Source: an optimization exercise on an open RTL-to-GDS flow (aim: small area). Production flows keep margins and buffers that such runs may drop. Only simulation tests tie the RTL to the original design; equivalence was not proved. Power figures rest on the tool's default switching activity, not on a simulated workload.

Setup of job 101:
Design slave_controller, start of the top module:
module slave_controller(input clk, input reset, input chipselect, input write, input [3:0]addr, input [31:0] writedata, output [23:0] GPIO_out);
  reg [11:0] in;
  reg [6*16-1:0] duty_cycle;
  reg [15:0] period;
  reg [16-1:0] duty_counter;
  wire wen = chipselect & write;
  wire [15:0] wd = writedata[15:0] & {16{~reset}};
  wire [3:0] hi = {4{reset}} | ({4{wen}} & (4'b0001 << addr[3:2]));
  wire [3:0] lo = {4{reset}} | (4'b0001 << addr[1:0]);
  integer k;
  always @(posedge clk)
  begin
    for (k = 0; k < 6; k = k + 1)
    begin
      if (hi[k / 4] & lo[k % 4])
        in[2*k +: 2] <= wd[1:0];
      if (hi[(k + 8) / 4] & lo[(k + 8) % 4])
        duty_cycle[16*k +: 16] <= wd;
    end
    if (hi[3] & lo[2])
      period <= wd;
  end
  reg [16-1:0] duty_counter_n;
  always @(posedge clk)
    if (reset || duty_counter == period)
      duty_counter_n <= {16{1'b1}};
    else
  ...
==> module slave_controller, before the edit <==
module slave_controller(input clk, input reset, input chipselect, input write, input [3:0]addr, input [31:0] writedata, output [23:0] GPIO_out);
  reg [11:0] in;
  reg [6*16-1:0] duty_cycle;
  reg [15:0] period;
  reg [16-1:0] duty_counter;
  wire wen = chipselect & write;
  wire [15:0] wd = writedata[15:0] & {16{~reset}};
  wire [3:0] hi = {4{reset}} | ({4{wen}} & (4'b0001 << addr[3:2]));
  wire [3:0] lo = {4{reset}} | (4'b0001 << addr[1:0]);
  integer k;
  always @(posedge clk)
  begin
    for (k = 0; k < 6; k = k + 1)
    begin
      if (hi[k / 4] & lo[k % 4])
        in[2*k +: 2] <= wd[1:0];
      if (hi[(k + 8) / 4] & lo[(k + 8) % 4])
        duty_cycle[16*k +: 16] <= wd;
    end
    if (hi[3] & lo[2])
      period <= wd;
  end
  reg [16-1:0] duty_counter_n;
  always @(posedge clk)
    if (reset || duty_counter == period)
      duty_counter_n <= {16{1'b1}};
    else
      duty_counter_n <= duty_counter_n - 1'b1;
  always @*
    duty_counter = ~duty_counter_n;
  generate
  genvar i;
    for (i=0; i<6; i=i+1)
      begin : motor_control_loop
        motor_controller mc(clk, reset, in[i*2 + 1], in[i*2], duty_counter, duty_cycle[(i+1)*16-1:i*16], GPIO_out[i*4+3:i*4]);
      end
  endgenerate
endmodule
Settings: LEC_CHECK=0, CAP_MARGIN=0, CORE_MARGIN=2, CORE_UTILIZATION=40, SLEW_MARGIN=0; clock period 4.0 ns.
standard.sh (not shown) runs the stock make flow with config.mk's settings and CLKGATE_MAP_FILE= SYNTH_SCRIPT=/design/flow/synth_recipe.tcl, a recipe that flattens the netlist after the stock synthesis.
==> flow/flow/run.sh <==
#!/bin/bash
# Layout flow: the standard synthesis, then the combinational logic is
# mapped again for area (flip-flops untouched), then the standard layout steps.
set -euo pipefail
W=$(pwd)
F=$W/flow
R=$W/orfs/results/$FLOW_PLATFORM/slave_controller/base
L=$W/orfs/logs/$FLOW_PLATFORM/slave_controller/base

bash standard.sh synth > $W/synth.log 2>&1

cp $R/1_2_yosys.v $W/std_netlist.v
export REMAP_LIB=$(ls $FLOW_HOME/platforms/$FLOW_PLATFORM/lib/sky130_fd_sc_hd__tt_025C_1v80.lib)
export REMAP_DONTUSE="$(grep -o '\-dont_use [^ ]*' $L/1_2_yosys.log | sort -u | tr '\n' ' ')"
export REMAP_IN=$W/std_netlist.v
export REMAP_OUT=$W/remap_netlist.v
export REMAP_SCRIPT=$F/area.abc
export REMAP_D=3000
yosys -c $F/remap.tcl > $W/remap.log 2>&1
cp $W/remap_netlist.v $R/1_2_yosys.v
rm -f $R/1_synth.odb $R/1_synth.sdc

bash standard.sh finish "BUFFER_PORTS_ARGS=-buffer_cell sky130_fd_sc_hd__buf_1" \
  "CTS_ARGS=-sink_clustering_enable -repair_clock_nets -buf_list sky130_fd_sc_hd__clkbuf_8 -dont_use_dummy_load" \
  > $W/layout.log 2>&1
==> flow/flow/area.abc <==
strash; dc2; &get -n; &deepsyn -T 180; &put; dch -f; &get -n; &nf -R 1000 {D}; &put; topo; stime
==> flow/flow/remap.tcl <==
# Re-map the combinational logic of a mapped netlist for area, keeping every
# flip-flop instance (name, cell type, connections) as it is.
# env: REMAP_IN, REMAP_OUT, REMAP_LIB, REMAP_SCRIPT (abc script), REMAP_D (abc -D)
yosys read_liberty -ignore_miss_func $::env(REMAP_LIB)
# keep sequential cells as black boxes
foreach m {dfxtp dfxbp edfxtp edfxbp dfrtp dfrbp dfstp dfbbp dfsbp sdfxtp sdfxbp sedfxtp dlxtp dlxbp dlxtn dlrtp dlclkp sdlclkp dfrtn sdfrtp sdfstp sdfbbp sdfrbp sdfsbp sedfxbp dlrbp dlrbn dlrtn dlxbn} {
  catch { yosys blackbox sky130_fd_sc_hd__${m}_* }
}
yosys read_verilog -overwrite $::env(REMAP_IN)
yosys hierarchy -top slave_controller
yosys flatten
yosys opt -purge
yosys stat
yosys abc -liberty $::env(REMAP_LIB) -script $::env(REMAP_SCRIPT) -D $::env(REMAP_D) {*}$::env(REMAP_DONTUSE)
yosys opt_clean -purge
yosys setundef -zero
yosys hilomap -singleton -hicell sky130_fd_sc_hd__conb_1 HI -locell sky130_fd_sc_hd__conb_1 LO
yosys insbuf -buf sky130_fd_sc_hd__buf_4 A X
yosys splitnets
yosys opt_clean -purge
yosys tee -o $::env(REMAP_OUT).stat stat -liberty $::env(REMAP_LIB)
yosys write_verilog -noattr -nohex -nodec $::env(REMAP_OUT)
Modified inputs, job 102 compared to job 101
--- a/flow/design.v
+++ b/flow/design.v
@@ -45,23 +45,21 @@
   reg [6*16-1:0] duty_cycle;
   reg [15:0] period;
   reg [16-1:0] duty_counter;
   wire wen = chipselect & write;
   wire [15:0] wd = writedata[15:0] & {16{~reset}};
-  wire [3:0] hi = {4{reset}} | ({4{wen}} & (4'b0001 << addr[3:2]));
-  wire [3:0] lo = {4{reset}} | (4'b0001 << addr[1:0]);
   integer k;
   always @(posedge clk)
   begin
     for (k = 0; k < 6; k = k + 1)
     begin
-      if (hi[k / 4] & lo[k % 4])
+      if (reset | (wen & (addr == k)))
         in[2*k +: 2] <= wd[1:0];
-      if (hi[(k + 8) / 4] & lo[(k + 8) % 4])
+      if (reset | (wen & (addr == k + 8)))
         duty_cycle[16*k +: 16] <= wd;
     end
-    if (hi[3] & lo[2])
+    if (reset | (wen & (addr == 4'd14)))
       period <= wd;
   end
   reg [16-1:0] duty_counter_n;
   always @(posedge clk)
     if (reset || duty_counter == period)
[summary]
- On vias per cell, job 102 tracks job 101 almost exactly.
- Utilization: job 102 vs job 101 down 0.28 points
- Compared with job 101, in job 102 relative slew slack decreased by 0.48 points relative to the old numbers; worst slack at placement higher; fraction of area in registers went up by 0.36 points; area growth from synthesis to layout lost 0.43 points; cell area lost 53 µm².
- Setup WNS job 101 -> job 102: better
- Combinational cell fraction of total power (job 102 over job 101): decrease, 0.6 points
- On total die area, job 101 tracks job 102 almost exactly.
- Measured against each other, job 102 and job 101 differ in number of search-and-repair iterations in the first detailed-routing pass, the higher figure coming from job 102.
- Total area of multi-input combinational cells shrinks slightly when moving from job 101 to job 102.

static timing again, ports no longer ideal:
How much do the figures lean on ideal ports? The routed layouts below were timed once more, with nothing changed but the port constraints.
Step 1 sets driving cells, clkbuf_16 on the clock port and buf_2 on the other inputs (assumed; they add their load-dependent delay and slew).
Step 2 times the ports against the registers' clock, not the clock port: input delays grow and output delays shrink by t, the midpoint of the rising clock arrivals with the driver on.
Three values: no drivers, after step 1, after step 2; two values: the first two.
| run | shift t [ns] | slack for setup (ns) | worst slew at a driven data input, ns |
|---|---|---|---|
| job 101 | 0.487 | 0.405 / 0.405 / 0.405 | 0.06 |
| job 102 | 0.488 | 0.616 / 0.616 / 0.616 | 0.05 |
After both steps every run listed still meets setup and hold.
